What follows belongs to an exercise in optimizing a design on an open flow for small area, a short achievable clock period and few clock cycles; a production flow would make more cautious choices.
RTL that was checked went through simulation tests only; none was proved equivalent to the original.
Function not checked in run 2: the RTL went through the layout flow alone.
Power figures rest on the tool's default switching activity, not on a simulated workload.

==> flow/design.v (outline; a module is shown in full before it is edited, if it fits) <==
// module fp_mult: 1257 lines
// module fa_cell: 6 lines
// module ha_cell: 6 lines
module fp_mult(A, B, clk, reset, C, done, flow);
  // ...
==> flow/flow/run.sh <==
#!/bin/bash
set -o pipefail
export BUFFER_PORTS_ARGS="-buffer_cell sky130_fd_sc_hd__buf_4"
bash standard.sh > standard.log 2>&1
==> flow/standard.sh <==
#!/bin/bash
# synth_recipe.tcl (not shown) runs the flow's synth.tcl, then flattens the netlist and writes it again
# the make line also repeats each setting of config.mk as NAME=value (left out here)
make -C /OpenROAD-flow-scripts/flow DESIGN_CONFIG=/design/flow/config.mk WORK_HOME=/design/flow/orfs CLKGATE_MAP_FILE= SYNTH_SCRIPT=/design/flow/synth_recipe.tcl "${@:-finish}"
==> flow/config.mk <==
export PLATFORM = sky130hd
export DESIGN_NAME = fp_mult
export DESIGN_NICKNAME = fp_mult
export VERILOG_FILES = /design/flow/design.v
export SDC_FILE = /design/flow/constraint.sdc
export NUM_CORES = 4
export LEC_CHECK = 0
export ABC_AREA = 1
export CAP_MARGIN = 20
export CORE_MARGIN = 2
export CORE_UTILIZATION = 40
export SLEW_MARGIN = 20
export SYNTH_HIERARCHICAL = 1
==> flow/constraint.sdc <==
create_clock -name core_clock -period 5.0 [get_ports {clk}]
set_input_delay 1.0000 -clock core_clock [delete_from_list [all_inputs] [get_ports {clk}]]
set_output_delay 1.0000 -clock core_clock [all_outputs]
set_load 0.01 [all_outputs]
==> flow_summary_export.csv, run 1 <==
group,metric,value,unit
timing,maxSlewViolCount,0,
timing,final-hold-violation-count,0,
critical_path,slowest_delay,0.57,ns
yosys,synthArstFlopShare,0,
critical_path,cpMostUsedCell,"nand2_4",
status,outcome,"finished clean",
critical_path,crit_end,"C[23]",
critical_path,critPathBufInv,5,
grt,track_usage,0.255,
clock_network,cts_htree_levels,3,
power,pwr-share-seq,0.108,
layout,seq_cells,91,
power,p_per_area,821,nW/um2
clock_network,cts_tree,"built",
power,intPower,0.00811,W
critical_path,crit_path_start,"r_m[4]",
power,p_seq,0.00186,W
clock_network,cts_max_path_buffers,2,
timing,worst_slack,0.136,ns
layout,mostFrequentLayoutCell,"nand2_1",
layout,seq_share,0.130,
layout,buffers,239,
placed_design,placed_area,20300,um2
grt,met2_usage,0.410,
routing,drc,0,
grt,grt_first_pass_wirelength,93800,um
timing,fin_crit_sh,0.973,
yosys,synth_mux_area_frac,0.00216,
Testbench counts, summed over its fixed seeds: cycles 2,400.
==> run 2, diff against run 1 <==
--- a/flow/design.v
+++ b/flow/design.v
@@ -1019,68 +1019,86 @@
     always @(posedge clk) begin
         if (reset) begin
             r_m <= {s564, c545, s544, c525, s524, s522, s506, c489, s488, c473, s472, c457, s456, c443, s442, c429, s428, s426, P971, G970, P969, G968, s906, c905, c901, s904, s900, c897, c891, s896, s890, c885, c877, s884, s876, c869, s868, c859, c849, s858, s848, c839, c829, s838, c827, s828, c817, s816, c805, s814, s804, c791, c777, s790, c775, s776, c761, c745, s760, c743, s744, c727, c709, s726, c707, s708, c689, s688, c669, s686, s668, c647, s646, c625, c605, s624, c603, c585, s604, c583, s584, c565};
             r_esum <= {1'b0, A[30:23]} + {1'b0, B[30:23]};
             r_sign <= A[31] ^ B[31];
             r_done <= 1'b1;
         end
     end
-    wire s972, c973;
-    ha_cell u_s972 (.a(r_m[0]), .b(r_m[1]), .s(s972), .co(c973));
+    wire s972;
+    xor_cell u_s972 (.a(r_m[0]), .b(r_m[1]), .y(s972));
+    wire c973 = r_m[0] & r_m[1];
     wire s974, c975;
     fa_cell u_s974 (.a(r_m[2]), .b(r_m[3]), .c(r_m[4]), .s(s974), .co(c975));
     wire s976, c977;
     fa_cell u_s976 (.a(r_m[5]), .b(r_m[6]), .c(r_m[7]), .s(s976), .co(c977));
-    wire s978, c979;
-    ha_cell u_s978 (.a(r_m[8]), .b(r_m[9]), .s(s978), .co(c979));
-    wire s980, c981;
-    ha_cell u_s980 (.a(r_m[10]), .b(r_m[11]), .s(s980), .co(c981));
+    wire s978;
+    xor_cell u_s978 (.a(r_m[8]), .b(r_m[9]), .y(s978));
+    wire c979 = r_m[8] & r_m[9];
+    wire s980;
+    xor_cell u_s980 (.a(r_m[10]), .b(r_m[11]), .y(s980));
+    wire c981 = r_m[10] & r_m[11];
     wire s982, c983;
     fa_cell u_s982 (.a(r_m[12]), .b(r_m[13]), .c(r_m[14]), .s(s982), .co(c983));
-    wire s984, c985;
-    ha_cell u_s984 (.a(r_m[15]), .b(r_m[16]), .s(s984), .co(c985));
+    wire s984;
+    xor_cell u_s984 (.a(r_m[15]), .b(r_m[16]), .y(s984));
+    wire c985 = r_m[15] & r_m[16];
     wire s986, c987;
     fa_cell u_s986 (.a(r_m[17]), .b(r_m[18]), .c(r_m[19]), .s(s986), .co(c987));
-    wire s988, c989;
-    ha_cell u_s988 (.a(r_m[20]), .b(r_m[21]), .s(s988), .co(c989));
+    wire s988;
+    xor_cell u_s988 (.a(r_m[20]), .b(r_m[21]), .y(s988));
+    wire c989 = r_m[20] & r_m[21];
     wire s990, c991;
     fa_cell u_s990 (.a(r_m[22]), .b(r_m[23]), .c(r_m[24]), .s(s990), .co(c991));
-    wire s992, c993;
-    ha_cell u_s992 (.a(r_m[25]), .b(r_m[26]), .s(s992), .co(c993));
+    wire s992;
+    xor_cell u_s992 (.a(r_m[25]), .b(r_m[26]), .y(s992));
+    wire c993 = r_m[25] & r_m[26];
     wire s994, c995;
     fa_cell u_s994 (.a(r_m[27]), .b(r_m[28]), .c(r_m[29]), .s(s994), .co(c995));
-    wire s996, c997;
-    ha_cell u_s996 (.a(r_m[30]), .b(r_m[31]), .s(s996), .co(c997));
+    wire s996;
+    xor_cell u_s996 (.a(r_m[30]), .b(r_m[31]), .y(s996));
+    wire c997 = r_m[30] & r_m[31];
     wire s998, c999;
     fa_cell u_s998 (.a(r_m[32]), .b(r_m[33]), .c(r_m[34]), .s(s998), .co(c999));
-    wire s1000, c1001;
-    ha_cell u_s1000 (.a(r_m[35]), .b(r_m[36]), .s(s1000), .co(c1001));
+    wire s1000;
+    xor_cell u_s1000 (.a(r_m[35]), .b(r_m[36]), .y(s1000));
+    wire c1001 = r_m[35] & r_m[36];
     wire s1002, c1003;
     fa_cell u_s1002 (.a(r_m[37]), .b(r_m[38]), .c(r_m[39]), .s(s1002), .co(c1003));
-    wire s1004, c1005;
-    ha_cell u_s1004 (.a(r_m[40]), .b(r_m[41]), .s(s1004), .co(c1005));
-    wire s1006, c1007;
-    ha_cell u_s1006 (.a(r_m[42]), .b(r_m[43]), .s(s1006), .co(c1007));
-    wire s1008, c1009;
-    ha_cell u_s1008 (.a(r_m[44]), .b(r_m[45]), .s(s1008), .co(c1009));
-    wire s1010, c1011;
-    ha_cell u_s1010 (.a(r_m[46]), .b(r_m[47]), .s(s1010), .co(c1011));
-    wire s1012, c1013;
-    ha_cell u_s1012 (.a(r_m[48]), .b(r_m[49]), .s(s1012), .co(c1013));
-    wire s1014, c1015;
-    ha_cell u_s1014 (.a(r_m[50]), .b(r_m[51]), .s(s1014), .co(c1015));
-    wire s1016, c1017;
-    ha_cell u_s1016 (.a(r_m[52]), .b(r_m[53]), .s(s1016), .co(c1017));
-    wire s1018, c1019;
-    ha_cell u_s1018 (.a(r_m[54]), .b(r_m[55]), .s(s1018), .co(c1019));
-    wire s1020, c1021;
-    ha_cell u_s1020 (.a(r_m[56]), .b(r_m[57]), .s(s1020), .co(c1021));
-    wire s1022, c1023;
-    ha_cell u_s1022 (.a(r_m[58]), .b(r_m[59]), .s(s1022), .co(c1023));
+    wire s1004;
+    xor_cell u_s1004 (.a(r_m[40]), .b(r_m[41]), .y(s1004));
+    wire c1005 = r_m[40] & r_m[41];
+    wire s1006;
+    xor_cell u_s1006 (.a(r_m[42]), .b(r_m[43]), .y(s1006));
+    wire c1007 = r_m[42] & r_m[43];
+    wire s1008;
+    xor_cell u_s1008 (.a(r_m[44]), .b(r_m[45]), .y(s1008));
+    wire c1009 = r_m[44] & r_m[45];
+    wire s1010;
+    xor_cell u_s1010 (.a(r_m[46]), .b(r_m[47]), .y(s1010));
+    wire c1011 = r_m[46] & r_m[47];
+    wire s1012;
+    xor_cell u_s1012 (.a(r_m[48]), .b(r_m[49]), .y(s1012));
+    wire c1013 = r_m[48] & r_m[49];
+    wire s1014;
+    xor_cell u_s1014 (.a(r_m[50]), .b(r_m[51]), .y(s1014));
+    wire c1015 = r_m[50] & r_m[51];
+    wire s1016;
+    xor_cell u_s1016 (.a(r_m[52]), .b(r_m[53]), .y(s1016));
+    wire c1017 = r_m[52] & r_m[53];
+    wire s1018;
+    xor_cell u_s1018 (.a(r_m[54]), .b(r_m[55]), .y(s1018));
+    wire c1019 = r_m[54] & r_m[55];
+    wire s1020;
+    xor_cell u_s1020 (.a(r_m[56]), .b(r_m[57]), .y(s1020));
+    wire c1021 = r_m[56] & r_m[57];
+    wire s1022;
+    xor_cell u_s1022 (.a(r_m[58]), .b(r_m[59]), .y(s1022));
+    wire c1023 = r_m[58] & r_m[59];
     wire g1024 = r_m[64] & r_m[65];
     wire p1025 = r_m[64] ^ r_m[65];
     wire g1026 = r_m[66] & r_m[67];
     wire p1027 = r_m[66] ^ r_m[67];
     wire g1028 = r_m[68] & r_m[69];
     wire p1029 = r_m[68] ^ r_m[69];
     wire g1030 = r_m[70] & r_m[71];
     wire p1031 = r_m[70] ^ r_m[71];
@@ -1115,17 +1133,42 @@
     wire G1060 = G1052 | (P1053 & G1058);
     wire P1061 = 1'b0;
     wire cin = G1060;
     wire [25:0] r_a = {c1021, c1019, c1017, c1015, c1013, c1011, c1009, c1007, c1005, s1004, c1001, s1000, c997, s996, c993, s992, c989, s988, c985, s984, c981, c979, s978, c975, c973, s972};
     wire [24:0] r_b = {s1022, s1020, s1018, s1016, s1014, s1012, s1010, s1008, s1006, c1003, s1002, c999, s998, c995, s994, c991, s990, c987, s986, c983, s982, s980, c977, s976, s974};
     wire [24:0] xa = r_a[25:1];
     wire [24:0] xb = r_b;
     wire [24:0] gg = xa & xb;
-    wire [24:0] pp = xa ^ xb;
+    wire [24:0] pp;
+    xor_cell u_pp0 (.a(xa[0]), .b(xb[0]), .y(pp[0]));
+    xor_cell u_pp1 (.a(xa[1]), .b(xb[1]), .y(pp[1]));
+    xor_cell u_pp2 (.a(xa[2]), .b(xb[2]), .y(pp[2]));
+    xor_cell u_pp3 (.a(xa[3]), .b(xb[3]), .y(pp[3]));
+    xor_cell u_pp4 (.a(xa[4]), .b(xb[4]), .y(pp[4]));
+    xor_cell u_pp5 (.a(xa[5]), .b(xb[5]), .y(pp[5]));
+    xor_cell u_pp6 (.a(xa[6]), .b(xb[6]), .y(pp[6]));
+    xor_cell u_pp7 (.a(xa[7]), .b(xb[7]), .y(pp[7]));
+    xor_cell u_pp8 (.a(xa[8]), .b(xb[8]), .y(pp[8]));
+    xor_cell u_pp9 (.a(xa[9]), .b(xb[9]), .y(pp[9]));
+    xor_cell u_pp10 (.a(xa[10]), .b(xb[10]), .y(pp[10]));
+    xor_cell u_pp11 (.a(xa[11]), .b(xb[11]), .y(pp[11]));
+    xor_cell u_pp12 (.a(xa[12]), .b(xb[12]), .y(pp[12]));
+    xor_cell u_pp13 (.a(xa[13]), .b(xb[13]), .y(pp[13]));
+    xor_cell u_pp14 (.a(xa[14]), .b(xb[14]), .y(pp[14]));
+    xor_cell u_pp15 (.a(xa[15]), .b(xb[15]), .y(pp[15]));
+    xor_cell u_pp16 (.a(xa[16]), .b(xb[16]), .y(pp[16]));
+    xor_cell u_pp17 (.a(xa[17]), .b(xb[17]), .y(pp[17]));
+    xor_cell u_pp18 (.a(xa[18]), .b(xb[18]), .y(pp[18]));
+    xor_cell u_pp19 (.a(xa[19]), .b(xb[19]), .y(pp[19]));
+    xor_cell u_pp20 (.a(xa[20]), .b(xb[20]), .y(pp[20]));
+    xor_cell u_pp21 (.a(xa[21]), .b(xb[21]), .y(pp[21]));
+    xor_cell u_pp22 (.a(xa[22]), .b(xb[22]), .y(pp[22]));
+    xor_cell u_pp23 (.a(xa[23]), .b(xb[23]), .y(pp[23]));
+    xor_cell u_pp24 (.a(xa[24]), .b(xb[24]), .y(pp[24]));
     wire G0_1 = gg[1] | (pp[1] & gg[0]);
     wire P0_1 = pp[1] & pp[0];
     wire G0_3 = gg[3] | (pp[3] & gg[2]);
     wire P0_3 = pp[3] & pp[2];
     wire G0_5 = gg[5] | (pp[5] & gg[4]);
     wire P0_5 = pp[5] & pp[4];
     wire G0_7 = gg[7] | (pp[7] & gg[6]);
     wire P0_7 = pp[7] & pp[6];
@@ -1262,8 +1305,13 @@
     assign co = (a & b) | (a & c) | (b & c);
 endmodule
 module ha_cell(a, b, s, co);
     input a, b;
     output s, co;
     assign s = a ^ b;
     assign co = a & b;
 endmodule
+module xor_cell(a, b, y);
+    input a, b;
+    output y;
+    assign y = a ^ b;
+endmodule
==> run 2 against run 1 <==
Net effect:
- still clean on timing, DRC and antenna
- sequential cell count unchanged
- synthesized cell count grew 11%
- clock-buffer cell count did not move
- sequential share of layout area down 0.33 points
- die area increased by 1.8%
- largest power group unchanged
- wire length grew 3.8%
- clock power is 3.5% higher
- power decreased by 12%
- critical path depth grew 3
==> flow_summary_export.csv, run 2 <==
group,metric,value,unit
floorplan,dieArea,48800,um2
yosys,synthArstFlopShare,0,
yosys,synth_cells,2341,
routing,wirelength,62000,um
floorplan,row_count,79,
critical_path,slowest_delay,0.59,ns
timing,maxSlewViolCount,0,
layout,areaGrowthSynthToFinish,14.5,%
grt,grt_first_pass_wirelength,97100,um
critical_path,critPathRequiredTime,4.00,ns
timing,setup_viol_count_final,0,
placed_design,dp_slack,0.0704,ns
layout,utilization,0.463,
power,ir_drop,0.724,mV
routing,detailedRoute.firstPassIterationCount,5,
power,leakagePower,10.1,nW
power,p_per_area,707,nW/um2
grt,grt.overflow.total,0,
min_path,hold_class,"in2reg",
floorplan,dieWidth,221,um
yosys,synth_cell_type_count,50,
layout,largest_reg_flops,81,
yosys,synth_edf_count,91,
grt,grt_pass1_vias,16874,
critical_path,startpoint_type,"flop",
routing,via_per_inst,5.48,
clock_network,cts_buffers,9,
yosys,seq_area_frac_synth,0.145,
yosys,avgSynthCellArea,8.05,um2
layout,regMostFlops,"r_m",
layout,top_regs,"r_m: 81 flops, r_esum: 9 flops, r_sign: 1 flops",
critical_path,cp_data_arrival_time,3.81,ns
routing,route.vias.total,16740,
routing,drt_iter0_drc,1457,
power,power,0.0152,W
critical_path,critPathTopFamily,"simple AND/OR/NAND/NOR gates",
critical_path,path_class,"reg2out",
routing,drtAntennaViolNets,0,
grt,grt_max_degree,61,
yosys,yosysMostFrequentCell,"nand2_1",
min_path,hold_depth,2,
yosys,synth_common_cells,"nand2_1 (486), xor2_1 (291), inv_1 (287)",
yosys,synth_area_leaders,"fa_1 (27%), edfxtp_1 (15%), xor2_1 (14%)",
layout,insertedDiodeCount,0,
clock_network,cts_max_path_buffers,2,
timing,max_freq,208,MHz
placed_design,dp_hpwl,49100,um
layout,drive_gt1_frac,0.145,
critical_path,critPathBufInv,6,
status,outcome,"finished clean",
yosys,synth_top_area_share,0.267,
yosys,synth_top_area_cell,"fa_1",
timing,min_period,4.81,ns
critical_path,crit_fanout,7,
floorplan,start_util,0.405,
floorplan,io_pins,101,
clock_network,path_clk_slew,0.07,ns
min_path,min_from,"B[23]",
yosys,yosys_warnings,7,
grt,antenna_found_initial,1,
timing,final-hold-violation-count,0,
timing,relSlewSlack,0.403,
timing,worst_slack,0.191,ns
timing,fin_crit_sh,0.962,
clock_network,cts_tree,"built",
grt,track_usage,0.256,
yosys,netlist_area,18800,um2
yosys,synth_nets,2737,
flow_run,max-cap-violations,0,
clock_network,cts_htree_levels,3,
timing,hold_ws,0.896,ns
layout,layout_common_cells,"nand2_1 (467), xor2_1 (290), inv_1 (286)",
floorplan,core,46600,um2
clock_network,cts-root-buf,"clkbuf_16",
routing,wl_per_cell,20.3,um
min_path,hold_end,"r_esum[0]",
layout,mostFrequentLayoutCell,"nand2_1",
placed_design,port_buffers,99,
routing,drc,0,
layout,fin_nets,2838,
clock_network,numClockSinks,91,
timing,tightest_slew,0.895,ns
timing,rsz0062_at_grt,"true",
yosys,synth_seq_cells,91,
critical_path,cpMostUsedCell,"nand2_2",
placed_design,gp_congestion,0.970,
yosys,synth_ff_type,"edfxtp_1",
timing,setup-tns-final,0,ns
critical_path,cp_slowest_cell,"fa_1",
critical_path,endpoint_kind,"primary output",
floorplan,die_h,221,um
run 2: cell types whose count changed in the layout (fill, tap and decap cells not counted), moves of 8 or more:
cell     previous run  this run
ha_1              116        78
o21ai_0            72        88
a21oi_1            26        34
inv_1             199       286
buf_4             228       215
nand2_1           302       467
o21ai_2            17         1
nand3_2            10        19
buf_6               4        13
nor2_1             93       102
run 2: worst max path at each step:
stage               depth (start not counted)    from       to
floorplan                                  14    B[9]   r_m[1]
global placement                           13    B[1]   r_m[1]
detailed placement                         13    B[1]  r_m[11]
CTS                                        26  r_m[7]     C[9]
global route                               26  r_m[5]    C[16]
finish                                     26  r_m[5]    C[16]
run 2: what timing repair did:
item,in CTS,in global routing
resized for setup,11,63
hold buffers,0,0
pin swaps,5,25
setup buffers,5,9
setup endpoints to repair,32,32
cloned,1,2
run 2: cells by family (layout without fill, tap and decap cells):
group,after synthesis,in the layout,share of synthesized area
AO/OA/AOI/OAI,424,424,0.136
XOR/XNOR,297,297,0.138
adder cells (fa/ha/maj),330,330,0.319
buffers and inverters,460,565,0.0944
flip-flops,91,91,0.145
other,1,1,0.000199
AND/OR/NAND/NOR,738,738,0.167
run 2: stage by stage:
step                std cells  cell area [um2]
floorplan                2341            18800
global placement         3022            20800
detailed placement       3022            20800
CTS                      3043            21200
global route             3053            21600
finish                   3053            21600
run 2: report_power, final:
part | leakage (nW) | switching [W] | internal (W) | total [W]
registers | 0.888 | 0.000235 | 0.00172 | 0.00195
clock network | 0.149 | 0.000317 | 0.000431 | 0.000748
logic | 9.09 | 0.00742 | 0.00512 | 0.0125
run 2: per-layer routing:
layer  vias to the layer above  wire length (um)  track usage
met5                         -                 0            0
met4                         0              1710       0.0805
li1                       7847                 -            -
met3                        89              4860       0.0490
met1                      8162             27800        0.360
met2                       642             27700        0.399
run 2: layout make-up:
class                           instances  area (um2)
Clock inverter                          6        81.3
Timing Repair Buffer                  244        2080
Fill cell                            4573       25000
Multi-Input combinational cell       1790       14500
Tap cell                              607         759
Clock buffer                            9         225
Inverter                              306        1160
Sequential cell                        91        2730
run 2: modules after synthesis, one instance, submodules excluded:
module | flops+latches | cell area, um2 | times used | cells
fp_mult | 91 | 12700 | 1 | 1851
fa_cell | 0 | 20.0 | 250 | 1
xor_cell | 0 | 18.8 | 43 | 5
ha_cell | 0 | 12.5 | 25 | 1

==> afterwards: timing with drivers on the ports <==
In the flow no input, the clock included, has a driving cell. The finished layouts below were timed again as built, in two steps.
Step 1 (the two cells are an assumption about what drives the block):
set clk [get_ports {clk}]
set_driving_cell -lib_cell sky130_fd_sc_hd__clkbuf_16 $clk
set_driving_cell -lib_cell sky130_fd_sc_hd__buf_2 [delete_from_list [all_inputs] $clk]
Step 2, shift: input delay + t, output delay - t, t = (earliest + latest rising clock arrival at the registers) / 2. This alone moves slack from input paths to output paths.
a / b / c = ideal / step 1 / step 2; a / b = the first two.
| run | t, ns | slack for setup (ns) | hold slack, ns | worst register clock-pin slew, ns | pins driven straight from the clock port |
|---|---|---|---|---|---|
| run 1 | 0.412 | 0.136 / 0.091 / -0.036 | 0.921 / 0.903 / 1.315 | 0.08 / 0.08 | 1 |
| run 2 | 0.435 | 0.191 / 0.138 / 0.040 | 0.896 / 0.873 / 1.308 | 0.08 / 0.08 | 1 |
With both steps, setup timing fails in run 1, where it was met with ideal ports. The setup slack of run 1, which loses most, moves by -0.045 ns with the drivers and by -0.172 ns with both steps.
